This is an optimization exercise on Yosys and OpenROAD, whose aim is small area, not a production implementation. No functional check of the RTL was part of any run shown here.

## flow/design.v (module list and top-level ports; edited modules follow where they fit)
// module top: 1342 lines
// module fa_cell: 4 lines
// module or_cell: 3 lines
// module pp_array: 14 lines
// module sat16: 3 lines
// module wmux: 6 lines
// module ha_cell: 4 lines
module top (
    input  wire clk,
    input  wire rst_n,
    input  wire start,
    input  wire preload_valid,
    input  wire [5:0] preload_addr,
    input  wire [7:0] preload_data,
    input  wire [63:0] x_vector_flat,
    output wire [127:0] result_flat
);
  // ...
==> flow/flow/run.sh <==
#!/bin/bash
# The standard ORFS layout (the standard.sh, standard synthesis), with:
#  - port buffers made with buf_1 instead of the default delay buffer;
#  - clock tree synthesis with clkbuf_4, sink clusters of up to 9 within
#    55 um, and no dummy loads.
# make's output goes to standard.log; ORFS keeps each step's log under orfs/logs.
set -euo pipefail
bash standard.sh \
  BUFFER_PORTS_ARGS="-buffer_cell sky130_fd_sc_hd__buf_1" \
  CTS_ARGS="-sink_clustering_enable -repair_clock_nets -dont_use_dummy_load -buf_list sky130_fd_sc_hd__clkbuf_4 -sink_clustering_size 9 -sink_clustering_max_diameter 55" \
  finish > standard.log 2>&1
==> flow/standard.sh <==
#!/bin/bash
# synth_recipe.tcl (not shown) runs the flow's synth.tcl, then flattens the netlist and writes it again
# the make line also repeats each setting of config.mk as NAME=value (left out here)
make -C /OpenROAD-flow-scripts/flow DESIGN_CONFIG=/design/flow/config.mk WORK_HOME=/design/flow/orfs CLKGATE_MAP_FILE= SYNTH_SCRIPT=/design/flow/synth_recipe.tcl "${@:-finish}"
==> flow/config.mk <==
export PLATFORM = sky130hd
export DESIGN_NAME = top
export DESIGN_NICKNAME = top
export VERILOG_FILES = /design/flow/design.v
export SDC_FILE = /design/flow/constraint.sdc
export NUM_CORES = 4
export LEC_CHECK = 0
export CAP_MARGIN = 20
export CORE_MARGIN = 2
export CORE_UTILIZATION = 40
export SLEW_MARGIN = 20
export SYNTH_HIERARCHICAL = 1
export SYNTH_MINIMUM_KEEP_SIZE = 0
==> flow/constraint.sdc <==
create_clock -name core_clock -period 10.0 [get_ports {clk}]
set_input_delay 2.0000 -clock core_clock [delete_from_list [all_inputs] [get_ports {clk}]]
set_output_delay 2.0000 -clock core_clock [all_outputs]
set_load 0.01 [all_outputs]
==> impl_metrics.csv, run 1 <==
group,metric,value,unit
global_route,grt_overflow,0,
synth,syn_area_per_cell,13.3,sq um
detailed_routing,wl_met2,49.6,mm
status,status,"timing/DRC/antenna clean",
global_route,grt_usage,0.185,
synth,syn_inst,3255,
setup_path,crit_cells,29,
cells_and_area,n_antenna_cell,5,
global_route,busiest_layer,"met2",
cells_and_area,seq_area,0.0219,sq mm
synth,synth_top_family_by_area,"adder cells",
setup_path,path_buf_inv,2,
synth,yosysSeqAreaShare,0.506,
cells_and_area,multi_input_area_share,0.437,
cells_and_area,fin_util,0.430,
synth,synth_flop_cell,"edfxtp_1",
cells_and_area,reg.largest.list,"w x512, result_n x128",
timing,setup_viol_count_final,0,
detailed_routing,dr.pass1.iters,5,
setup_path,cp-end-kind,"flip-flop",
cells_and_area,multi_input_area,0.0201,sq mm
detailed_routing,remaining_drc_errors,0,
synth,synth_area_leader_cell,"edfxtp_1",
synth,synth-seq-cells,769,
==> run 2, diff against run 1 <==
--- a/flow/design.v
+++ b/flow/design.v
@@ -105,3 +105,3 @@
     wire t0_s3, t0_c4;
-    assign t0_s3 = ~(b0_pp[27] ^ b0_pp[34]);
+    xnor_cell u_t0_s3 (.a(b0_pp[27]), .b(b0_pp[34]), .y(t0_s3));
     or_cell u_t0_c4 (.a(b0_pp[27]), .b(b0_pp[34]), .y(t0_c4));
@@ -124,3 +124,3 @@
     wire t0_s21, t0_c22;
-    assign t0_s21 = ~(b0_pp[44] ^ b0_pp[51]);
+    xnor_cell u_t0_s21 (.a(b0_pp[44]), .b(b0_pp[51]), .y(t0_s21));
     or_cell u_t0_c22 (.a(b0_pp[44]), .b(b0_pp[51]), .y(t0_c22));
@@ -129,3 +129,3 @@
     wire t0_s25, t0_c26;
-    assign t0_s25 = ~(b0_pp[25] ^ b0_pp[32]);
+    xnor_cell u_t0_s25 (.a(b0_pp[25]), .b(b0_pp[32]), .y(t0_s25));
     or_cell u_t0_c26 (.a(b0_pp[25]), .b(b0_pp[32]), .y(t0_c26));
@@ -160,3 +160,3 @@
     wire t0_s55, t0_c56;
-    assign t0_s55 = ~(t0_s5 ^ t0_s7);
+    xnor_cell u_t0_s55 (.a(t0_s5), .b(t0_s7), .y(t0_s55));
     or_cell u_t0_c56 (.a(t0_s5), .b(t0_s7), .y(t0_c56));
@@ -201,3 +201,3 @@
     wire t0_s95, t0_c96;
-    assign t0_s95 = ~(b0_pp[2] ^ b0_pp[9]);
+    xnor_cell u_t0_s95 (.a(b0_pp[2]), .b(b0_pp[9]), .y(t0_s95));
     or_cell u_t0_c96 (.a(b0_pp[2]), .b(b0_pp[9]), .y(t0_c96));
@@ -208,3 +208,3 @@
     wire t0_s101, t0_c102;
-    assign t0_s101 = ~(b1_pp[17] ^ b1_pp[24]);
+    xnor_cell u_t0_s101 (.a(b1_pp[17]), .b(b1_pp[24]), .y(t0_s101));
     or_cell u_t0_c102 (.a(b1_pp[17]), .b(b1_pp[24]), .y(t0_c102));
@@ -282,3 +282,3 @@
     wire t0_s173, t0_c174;
-    assign t0_s173 = ~(b0_pp[1] ^ b0_pp[8]);
+    xnor_cell u_t0_s173 (.a(b0_pp[1]), .b(b0_pp[8]), .y(t0_s173));
     or_cell u_t0_c174 (.a(b0_pp[1]), .b(b0_pp[8]), .y(t0_c174));
@@ -293,3 +293,3 @@
     wire t0_s183, t0_c184;
-    assign t0_s183 = ~(t0_s97 ^ t0_s99);
+    xnor_cell u_t0_s183 (.a(t0_s97), .b(t0_s99), .y(t0_s183));
     or_cell u_t0_c184 (.a(t0_s97), .b(t0_s99), .y(t0_c184));
@@ -356,3 +356,3 @@
     wire t0_s245, t0_c246;
-    assign t0_s245 = ~(b0_pp[0] ^ b1_pp[0]);
+    xnor_cell u_t0_s245 (.a(b0_pp[0]), .b(b1_pp[0]), .y(t0_s245));
     or_cell u_t0_c246 (.a(b0_pp[0]), .b(b1_pp[0]), .y(t0_c246));
@@ -416,3 +416,3 @@
     wire t0_s303, t0_c304;
-    assign t0_s303 = ~(b2_pp[0] ^ ~(~corr01));
+    xnor_cell u_t0_s303 (.a(b2_pp[0]), .b(~(~corr01)), .y(t0_s303));
     or_cell u_t0_c304 (.a(b2_pp[0]), .b(~(~corr01)), .y(t0_c304));
@@ -580,3 +580,3 @@
     wire m3_s367, m3_c368;
-    assign m3_s367 = ~(b3_pp[6] ^ b3_pp[13]);
+    xnor_cell u_m3_s367 (.a(b3_pp[6]), .b(b3_pp[13]), .y(m3_s367));
     or_cell u_m3_c368 (.a(b3_pp[6]), .b(b3_pp[13]), .y(m3_c368));
@@ -585,3 +585,3 @@
     wire m3_s371, m3_c372;
-    assign m3_s371 = ~(b3_pp[28] ^ b3_pp[35]);
+    xnor_cell u_m3_s371 (.a(b3_pp[28]), .b(b3_pp[35]), .y(m3_s371));
     or_cell u_m3_c372 (.a(b3_pp[28]), .b(b3_pp[35]), .y(m3_c372));
@@ -594,3 +594,3 @@
     wire m3_s379, m3_c380;
-    assign m3_s379 = ~(b3_pp[4] ^ b3_pp[11]);
+    xnor_cell u_m3_s379 (.a(b3_pp[4]), .b(b3_pp[11]), .y(m3_s379));
     or_cell u_m3_c380 (.a(b3_pp[4]), .b(b3_pp[11]), .y(m3_c380));
@@ -599,3 +599,3 @@
     wire m3_s383, m3_c384;
-    assign m3_s383 = ~(b3_pp[26] ^ b3_pp[33]);
+    xnor_cell u_m3_s383 (.a(b3_pp[26]), .b(b3_pp[33]), .y(m3_s383));
     or_cell u_m3_c384 (.a(b3_pp[26]), .b(b3_pp[33]), .y(m3_c384));
@@ -624,3 +624,3 @@
     wire m3_s407, m3_c408;
-    assign m3_s407 = ~(b3_pp[3] ^ b3_pp[10]);
+    xnor_cell u_m3_s407 (.a(b3_pp[3]), .b(b3_pp[10]), .y(m3_s407));
     or_cell u_m3_c408 (.a(b3_pp[3]), .b(b3_pp[10]), .y(m3_c408));
@@ -645,3 +645,3 @@
     wire m3_s427, m3_c428;
-    assign m3_s427 = ~(b3_pp[2] ^ b3_pp[9]);
+    xnor_cell u_m3_s427 (.a(b3_pp[2]), .b(b3_pp[9]), .y(m3_s427));
     or_cell u_m3_c428 (.a(b3_pp[2]), .b(b3_pp[9]), .y(m3_c428));
@@ -670,3 +670,3 @@
     wire a3_s451, a3_c452;
-    assign a3_s451 = ~(b3_pp[1] ^ b3_pp[8]);
+    xnor_cell u_a3_s451 (.a(b3_pp[1]), .b(b3_pp[8]), .y(a3_s451));
     or_cell u_a3_c452 (.a(b3_pp[1]), .b(b3_pp[8]), .y(a3_c452));
@@ -709,3 +709,3 @@
     wire m4_s483, m4_c484;
-    assign m4_s483 = ~(b4_pp[6] ^ b4_pp[13]);
+    xnor_cell u_m4_s483 (.a(b4_pp[6]), .b(b4_pp[13]), .y(m4_s483));
     or_cell u_m4_c484 (.a(b4_pp[6]), .b(b4_pp[13]), .y(m4_c484));
@@ -714,3 +714,3 @@
     wire m4_s487, m4_c488;
-    assign m4_s487 = ~(b4_pp[28] ^ b4_pp[35]);
+    xnor_cell u_m4_s487 (.a(b4_pp[28]), .b(b4_pp[35]), .y(m4_s487));
     or_cell u_m4_c488 (.a(b4_pp[28]), .b(b4_pp[35]), .y(m4_c488));
@@ -723,3 +723,3 @@
     wire m4_s495, m4_c496;
-    assign m4_s495 = ~(b4_pp[4] ^ b4_pp[11]);
+    xnor_cell u_m4_s495 (.a(b4_pp[4]), .b(b4_pp[11]), .y(m4_s495));
     or_cell u_m4_c496 (.a(b4_pp[4]), .b(b4_pp[11]), .y(m4_c496));
@@ -728,3 +728,3 @@
     wire m4_s499, m4_c500;
-    assign m4_s499 = ~(b4_pp[26] ^ b4_pp[33]);
+    xnor_cell u_m4_s499 (.a(b4_pp[26]), .b(b4_pp[33]), .y(m4_s499));
     or_cell u_m4_c500 (.a(b4_pp[26]), .b(b4_pp[33]), .y(m4_c500));
@@ -753,3 +753,3 @@
     wire m4_s523, m4_c524;
-    assign m4_s523 = ~(b4_pp[3] ^ b4_pp[10]);
+    xnor_cell u_m4_s523 (.a(b4_pp[3]), .b(b4_pp[10]), .y(m4_s523));
     or_cell u_m4_c524 (.a(b4_pp[3]), .b(b4_pp[10]), .y(m4_c524));
@@ -774,3 +774,3 @@
     wire m4_s543, m4_c544;
-    assign m4_s543 = ~(b4_pp[2] ^ b4_pp[9]);
+    xnor_cell u_m4_s543 (.a(b4_pp[2]), .b(b4_pp[9]), .y(m4_s543));
     or_cell u_m4_c544 (.a(b4_pp[2]), .b(b4_pp[9]), .y(m4_c544));
@@ -799,3 +799,3 @@
     wire a4_s567, a4_c568;
-    assign a4_s567 = ~(b4_pp[1] ^ b4_pp[8]);
+    xnor_cell u_a4_s567 (.a(b4_pp[1]), .b(b4_pp[8]), .y(a4_s567));
     or_cell u_a4_c568 (.a(b4_pp[1]), .b(b4_pp[8]), .y(a4_c568));
@@ -841,3 +841,3 @@
     wire m5_s599, m5_c600;
-    assign m5_s599 = ~(b5_pp[6] ^ b5_pp[13]);
+    xnor_cell u_m5_s599 (.a(b5_pp[6]), .b(b5_pp[13]), .y(m5_s599));
     or_cell u_m5_c600 (.a(b5_pp[6]), .b(b5_pp[13]), .y(m5_c600));
@@ -846,3 +846,3 @@
     wire m5_s603, m5_c604;
-    assign m5_s603 = ~(b5_pp[28] ^ b5_pp[35]);
+    xnor_cell u_m5_s603 (.a(b5_pp[28]), .b(b5_pp[35]), .y(m5_s603));
     or_cell u_m5_c604 (.a(b5_pp[28]), .b(b5_pp[35]), .y(m5_c604));
@@ -855,3 +855,3 @@
     wire m5_s611, m5_c612;
-    assign m5_s611 = ~(b5_pp[4] ^ b5_pp[11]);
+    xnor_cell u_m5_s611 (.a(b5_pp[4]), .b(b5_pp[11]), .y(m5_s611));
     or_cell u_m5_c612 (.a(b5_pp[4]), .b(b5_pp[11]), .y(m5_c612));
@@ -860,3 +860,3 @@
     wire m5_s615, m5_c616;
-    assign m5_s615 = ~(b5_pp[26] ^ b5_pp[33]);
+    xnor_cell u_m5_s615 (.a(b5_pp[26]), .b(b5_pp[33]), .y(m5_s615));
     or_cell u_m5_c616 (.a(b5_pp[26]), .b(b5_pp[33]), .y(m5_c616));
@@ -885,3 +885,3 @@
     wire m5_s639, m5_c640;
-    assign m5_s639 = ~(b5_pp[3] ^ b5_pp[10]);
+    xnor_cell u_m5_s639 (.a(b5_pp[3]), .b(b5_pp[10]), .y(m5_s639));
     or_cell u_m5_c640 (.a(b5_pp[3]), .b(b5_pp[10]), .y(m5_c640));
@@ -906,3 +906,3 @@
     wire m5_s659, m5_c660;
-    assign m5_s659 = ~(b5_pp[2] ^ b5_pp[9]);
+    xnor_cell u_m5_s659 (.a(b5_pp[2]), .b(b5_pp[9]), .y(m5_s659));
     or_cell u_m5_c660 (.a(b5_pp[2]), .b(b5_pp[9]), .y(m5_c660));
@@ -931,3 +931,3 @@
     wire a5_s683, a5_c684;
-    assign a5_s683 = ~(b5_pp[1] ^ b5_pp[8]);
+    xnor_cell u_a5_s683 (.a(b5_pp[1]), .b(b5_pp[8]), .y(a5_s683));
     or_cell u_a5_c684 (.a(b5_pp[1]), .b(b5_pp[8]), .y(a5_c684));
@@ -970,3 +970,3 @@
     wire m6_s715, m6_c716;
-    assign m6_s715 = ~(b6_pp[6] ^ b6_pp[13]);
+    xnor_cell u_m6_s715 (.a(b6_pp[6]), .b(b6_pp[13]), .y(m6_s715));
     or_cell u_m6_c716 (.a(b6_pp[6]), .b(b6_pp[13]), .y(m6_c716));
@@ -975,3 +975,3 @@
     wire m6_s719, m6_c720;
-    assign m6_s719 = ~(b6_pp[28] ^ b6_pp[35]);
+    xnor_cell u_m6_s719 (.a(b6_pp[28]), .b(b6_pp[35]), .y(m6_s719));
     or_cell u_m6_c720 (.a(b6_pp[28]), .b(b6_pp[35]), .y(m6_c720));
@@ -984,3 +984,3 @@
     wire m6_s727, m6_c728;
-    assign m6_s727 = ~(b6_pp[4] ^ b6_pp[11]);
+    xnor_cell u_m6_s727 (.a(b6_pp[4]), .b(b6_pp[11]), .y(m6_s727));
     or_cell u_m6_c728 (.a(b6_pp[4]), .b(b6_pp[11]), .y(m6_c728));
@@ -989,3 +989,3 @@
     wire m6_s731, m6_c732;
-    assign m6_s731 = ~(b6_pp[26] ^ b6_pp[33]);
+    xnor_cell u_m6_s731 (.a(b6_pp[26]), .b(b6_pp[33]), .y(m6_s731));
     or_cell u_m6_c732 (.a(b6_pp[26]), .b(b6_pp[33]), .y(m6_c732));
@@ -1014,3 +1014,3 @@
     wire m6_s755, m6_c756;
-    assign m6_s755 = ~(b6_pp[3] ^ b6_pp[10]);
+    xnor_cell u_m6_s755 (.a(b6_pp[3]), .b(b6_pp[10]), .y(m6_s755));
     or_cell u_m6_c756 (.a(b6_pp[3]), .b(b6_pp[10]), .y(m6_c756));
@@ -1035,3 +1035,3 @@
     wire m6_s775, m6_c776;
-    assign m6_s775 = ~(b6_pp[2] ^ b6_pp[9]);
+    xnor_cell u_m6_s775 (.a(b6_pp[2]), .b(b6_pp[9]), .y(m6_s775));
     or_cell u_m6_c776 (.a(b6_pp[2]), .b(b6_pp[9]), .y(m6_c776));
@@ -1060,3 +1060,3 @@
     wire a6_s799, a6_c800;
-    assign a6_s799 = ~(b6_pp[1] ^ b6_pp[8]);
+    xnor_cell u_a6_s799 (.a(b6_pp[1]), .b(b6_pp[8]), .y(a6_s799));
     or_cell u_a6_c800 (.a(b6_pp[1]), .b(b6_pp[8]), .y(a6_c800));
@@ -1102,3 +1102,3 @@
     wire m7_s831, m7_c832;
-    assign m7_s831 = ~(b7_pp[6] ^ b7_pp[13]);
+    xnor_cell u_m7_s831 (.a(b7_pp[6]), .b(b7_pp[13]), .y(m7_s831));
     or_cell u_m7_c832 (.a(b7_pp[6]), .b(b7_pp[13]), .y(m7_c832));
@@ -1107,3 +1107,3 @@
     wire m7_s835, m7_c836;
-    assign m7_s835 = ~(b7_pp[28] ^ b7_pp[35]);
+    xnor_cell u_m7_s835 (.a(b7_pp[28]), .b(b7_pp[35]), .y(m7_s835));
     or_cell u_m7_c836 (.a(b7_pp[28]), .b(b7_pp[35]), .y(m7_c836));
@@ -1116,3 +1116,3 @@
     wire m7_s843, m7_c844;
-    assign m7_s843 = ~(b7_pp[4] ^ b7_pp[11]);
+    xnor_cell u_m7_s843 (.a(b7_pp[4]), .b(b7_pp[11]), .y(m7_s843));
     or_cell u_m7_c844 (.a(b7_pp[4]), .b(b7_pp[11]), .y(m7_c844));
@@ -1121,3 +1121,3 @@
     wire m7_s847, m7_c848;
-    assign m7_s847 = ~(b7_pp[26] ^ b7_pp[33]);
+    xnor_cell u_m7_s847 (.a(b7_pp[26]), .b(b7_pp[33]), .y(m7_s847));
     or_cell u_m7_c848 (.a(b7_pp[26]), .b(b7_pp[33]), .y(m7_c848));
@@ -1146,3 +1146,3 @@
     wire m7_s871, m7_c872;
-    assign m7_s871 = ~(b7_pp[3] ^ b7_pp[10]);
+    xnor_cell u_m7_s871 (.a(b7_pp[3]), .b(b7_pp[10]), .y(m7_s871));
     or_cell u_m7_c872 (.a(b7_pp[3]), .b(b7_pp[10]), .y(m7_c872));
@@ -1167,3 +1167,3 @@
     wire m7_s891, m7_c892;
-    assign m7_s891 = ~(b7_pp[2] ^ b7_pp[9]);
+    xnor_cell u_m7_s891 (.a(b7_pp[2]), .b(b7_pp[9]), .y(m7_s891));
     or_cell u_m7_c892 (.a(b7_pp[2]), .b(b7_pp[9]), .y(m7_c892));
@@ -1192,3 +1192,3 @@
     wire a7_s915, a7_c916;
-    assign a7_s915 = ~(b7_pp[1] ^ b7_pp[8]);
+    xnor_cell u_a7_s915 (.a(b7_pp[1]), .b(b7_pp[8]), .y(a7_s915));
     or_cell u_a7_c916 (.a(b7_pp[1]), .b(b7_pp[8]), .y(a7_c916));
@@ -1346,2 +1346,5 @@
 endmodule
+module xnor_cell (input wire a, input wire b, output wire y);
+    assign y = ~(a ^ b);
+endmodule
 module or_cell (input wire a, input wire b, output wire y);
@@ -1363,5 +1366,2 @@
 endmodule
-module sat16 (input wire [16:0] s, output wire [15:0] y);
-    assign y = (s[16] != s[15]) ? (s[16] ? 16'h8000 : 16'h7fff) : s[15:0];
-endmodule
 module wmux (input wire [7:0] sel, input wire [63:0] w, output wire [7:0] y);
==> flow/flow/run.sh (replaced) <==
#!/bin/bash
# The standard ORFS layout (the standard.sh, standard synthesis), with:
#  - port buffers made with buf_1 instead of the default delay buffer;
#  - clock tree synthesis with clkbuf_4, sink clusters of up to 8 within
#    50 um, and no dummy loads.
# make's output goes to standard.log; ORFS keeps each step's log under orfs/logs.
set -euo pipefail
bash standard.sh \
  BUFFER_PORTS_ARGS="-buffer_cell sky130_fd_sc_hd__buf_1" \
  CTS_ARGS="-sink_clustering_enable -repair_clock_nets -dont_use_dummy_load -buf_list sky130_fd_sc_hd__clkbuf_4 -sink_clustering_size 8 -sink_clustering_max_diameter 50" \
  finish > standard.log 2>&1
==> impl_metrics.csv, run 2 <==
group,metric,value,unit
setup_path,rr_endpoint,"acc_r2n[7]$_DFF_P_",
clocking,clk_latency,1000,ps
cells_and_area,multi_input_area,0.0197,sq mm
timing,fin_crit_sh,0.921,
synth,yosysSeqAreaShare,0.510,
setup_path,criticalPathCategory,"flip-flop to flip-flop",
cells_and_area,reg.largest.list,"w x512, result_n x128",
floorplan,core,0.107,sq mm
cells_and_area,mostFrequentLayoutCell,"edfxtp_1",
detailed_routing,wl,102,mm
synth,netlist_top_cells_area,"edfxtp_1 (45%), fa_1 (20%), dfxtp_1 (5.6%)",
synth,synth_top_family_by_area,"adder cells",
worst_hold_path,min_path_cells,0,
floorplan,dieArea,0.110,sq mm
global_route,grt_pass1_vias,27101,
cells_and_area,seq_area,0.0219,sq mm
cells_and_area,regMostFlops,"w",
placed_design,dp.cells,4724,
synth,async_reset_ff_frac,0.0117,
placed_design,post-place-ws,504,ps
clocking,clock-sinks,769,
clocking,cts_buffers,114,
timing,tightest_slew,1080,ps
timing,rsz0062_at_grt,"no",
synth,synth_xor_area_frac,0.0225,
timing,hold-worst-slack,293,ps
cells_and_area,syn_to_final_growth,6.63,%
synth,synth_top_area_frac,0.449,
setup_path,worst_ep_required_time,10770,ps
setup_path,r2r_setup_slack,790,ps
cells_and_area,fill_cells,9909,
clocking,clock-root-buffer,"clkbuf_4",
detailed_routing,drt-vias-per-instance,5.35,
status,status,"timing/DRC/antenna clean",
detailed_routing,vias,25887,
global_route,grt_usage,0.187,
timing,slew_headroom,0.274,
floorplan,initial_core_util,0.402,
setup_path,crit_arrival,9980,ps
detailed_routing,postRouteAntennaNets,0,
detailed_routing,drt_iter0_markers,2002,
detailed_routing,dr.pass1.iters,7,
global_route,antenna_found_initial,6,
timing,clock_skew,171,ps
synth,synth_flop_cell,"edfxtp_1",
timing,fin_ws,790,ps
synth,yosysUniqueCellTypes,71,
setup_path,worst_path_largest_cell_delay,530,ps
timing,maxSlewViolCount,0,
cells_and_area,num-nets-final,4056,
job,maxCapViolCount,0,
cells_and_area,layout_common_cells,"edfxtp_1 (640), nand2_1 (452), fa_1 (423), a22oi_1 (232), buf_1 (208)",
synth,synthSimpleGateAreaFrac,0.104,
placed_design,place.gp.congestion,0.851,
clocking,ctsLongestPathBuffers,3,
floorplan,die_w,331,microns
synth,synth_mux_area_frac,0.000467,
timing,fmax,109,MHz
synth,syn_area_per_cell,13.3,sq um
clocking,clkTransAtPathRegs,90,ps
setup_path,cp_slowest_cell,"fa_1",
synth,synth_fa_ha_area_frac,0.237,
synth,ys.warnings.count,9,
synth,synth_edf_count,640,
setup_path,cp-end-kind,"flip-flop",
cells_and_area,largest_reg_flops,512,
timing,layout_min_cycle_time,9210,ps
cells_and_area,fin_util,0.428,
setup_path,reg2regPathDepth,28,
setup_path,r2r_start,"rsel[1]$_DFF_PN0_",
timing,setup_viol_count_final,0,
synth,synth_compound_area_frac,0.0952,
synth,synth_area,0.0428,sq mm
placed_design,dpl.hpwl,73.6,mm
worst_hold_path,holdPathEnd,"x6_2[5]$_DFF_P_",
synth,synth-seq-cells,769,
floorplan,io_pins,210,
timing,finalSetupTns,0,ps
setup_path,cp_max_fo,25,
cells_and_area,drive_above_1_share,0.0696,
cells_and_area,stdcell_count,4840,
synth,syn-num-nets,3837,
clocking,holdBufCountCts,0,
timing,finalHoldViolations,0,
clocking,cts_tree,"done",
synth,synth_most_common_cell,"edfxtp_1",
global_route,grt_overflow,0,
worst_hold_path,hp-start,"x6_1[5]$_DFF_P_",
floorplan,fp.dieH,331,microns
clocking,cts-htree-levels,3,
detailed_routing,remaining_drc_errors,0,
floorplan,row_count,120,
global_route,grt_start_max_net_pins,130,
worst_hold_path,min_path_type,"flip-flop to flip-flop",
global_route,grt_pass1_wl,160,mm
setup_path,start_kind,"flip-flop",
setup_path,crit_path_start,"rsel[1]$_DFF_PN0_",
placed_design,io_buffers,209,
clocking,cts_setup_buffers,0,
synth,synth_common_cells,"edfxtp_1 (640), nand2_1 (452), fa_1 (423)",
setup_path,crit_top_cell,"fa_1",
synth,synth_area_leader_cell,"edfxtp_1",
synth,syn_inst,3219,
detailed_routing,avgRoutedWirePerCell,21.1,microns
## run 2: cell count changes in the layout (fill, tap and decap cells not counted), moves of 8 or more
cell      delta
o21ai_0     -20
maj3_1      +14
nor2_1      -28
a21oi_1     +43
maj3_2      -20
inv_1        +8
clkbuf_4    +12
buf_4       -17
nand2_1     +20
o21a_1      -14
## run 2: Yosys stat by module, one instance, submodules excluded
module / times used / flops+latches / cells inside / area [sq um]
wmux: 8 / 0 / 48 / 379
pp_array: 8 / 0 / 71 / 313
xnor_cell: 45 / 0 / 1 / 8.76
fa_cell: 403 / 0 / 1 / 20.0
top: 1 / 769 / 1774 / 28600
or_cell: 45 / 0 / 1 / 6.26
## run 2: metal layers
layer / GRT usage / wire length [microns] / vias up / part of all wire
li1: - / - / 11894 / -
met1: 0.246 / 43200 / 13047 / 0.42
met2: 0.320 / 50600 / 773 / 0.50
met3: 0.0323 / 6050 / 163 / 0.059
met4: 0.0517 / 2290 / 10 / 0.022
met5: 0 / 69 / - / 0.00068
## run 2: metrics by stage
| stage | cell area [sq um] |
|---|---|
| after CTS | 45600 |
| final | 45700 |
| after global routing | 45700 |
| after detailed placement | 44800 |
| after floorplan | 42800 |
| after global placement | 44800 |
## run 2: how the worst max path moves through the flow
stage                          endpoint  slack, ps  cells after the start
global placement    acc_r3n[13]$_DFF_P_        760                     27
floorplan            acc_r3n[8]$_DFF_P_       1770                     31
global route        acc_r3n[13]$_DFF_P_         40                     28
finish               acc_r2n[7]$_DFF_P_        790                     28
detailed placement  acc_r3n[13]$_DFF_P_        500                     27
CTS                 acc_r3n[13]$_DFF_P_        520                     27
## run 2: cell type report
class	instances	area share
multi-input combinational	2224	0.432
tap	1403	0.0384
clock buffer	114	0.0187
timing repair buffer	267	0.0271
antenna	1	0.0000548
inverter	62	0.00510
sequential	769	0.478
## run 2: logic make-up (layout without fill, tap and decap cells)
logic type	count (synthesis)	after routing
other	0	1
AOI/OAI and AO/OA	593	593
DFF	769	769
xor gates and xnor gates	109	109
buffers and inverters	226	443
and+or+nand+nor	956	956
muxes	2	2
adders and majority gates	564	564
## run 2: worst max-delay path: cells and delay by family (launching register included)
family          cells  cell delay (ps)
compound gates     11             2630
fa+ha+maj           9             3790
buf+inv             1               80
flops               1              380
mux                 1              230
simple gates        6             1920
## run 2: repair_timing
| action | in CTS | in global routing |
|---|---|---|
| hold endpoints to repair | 0 | 0 |
| resized for setup | 0 | 2 |
| setup endpoints to repair | 0 | 12 |

## re-timing with driven ports
Ports are ideal in the flow. The routed layouts listed here were re-timed in OpenROAD. Step 1 assumes that a clkbuf_16 drives the clock port and a buf_2 every other input. Step 2 adds t to the input delays and takes it off the output delays; t is the mean of the earliest and latest rising clock arrival at the registers after step 1. Input paths then give back, and output paths get back, about the clock's delay inside the block. Slacks: ideal ports / drivers / drivers and shift; pairs: ideal ports / drivers.
run | shift t [ns] | slack for setup (ns) | worst slew at a driven data input, ns
run 1 | 0.958 | 0.695 / 0.695 / 0.695 | 0.12
run 2 | 0.970 | 0.790 / 0.790 / 0.790 | 0.11
After both steps setup and hold are still met in every run listed.
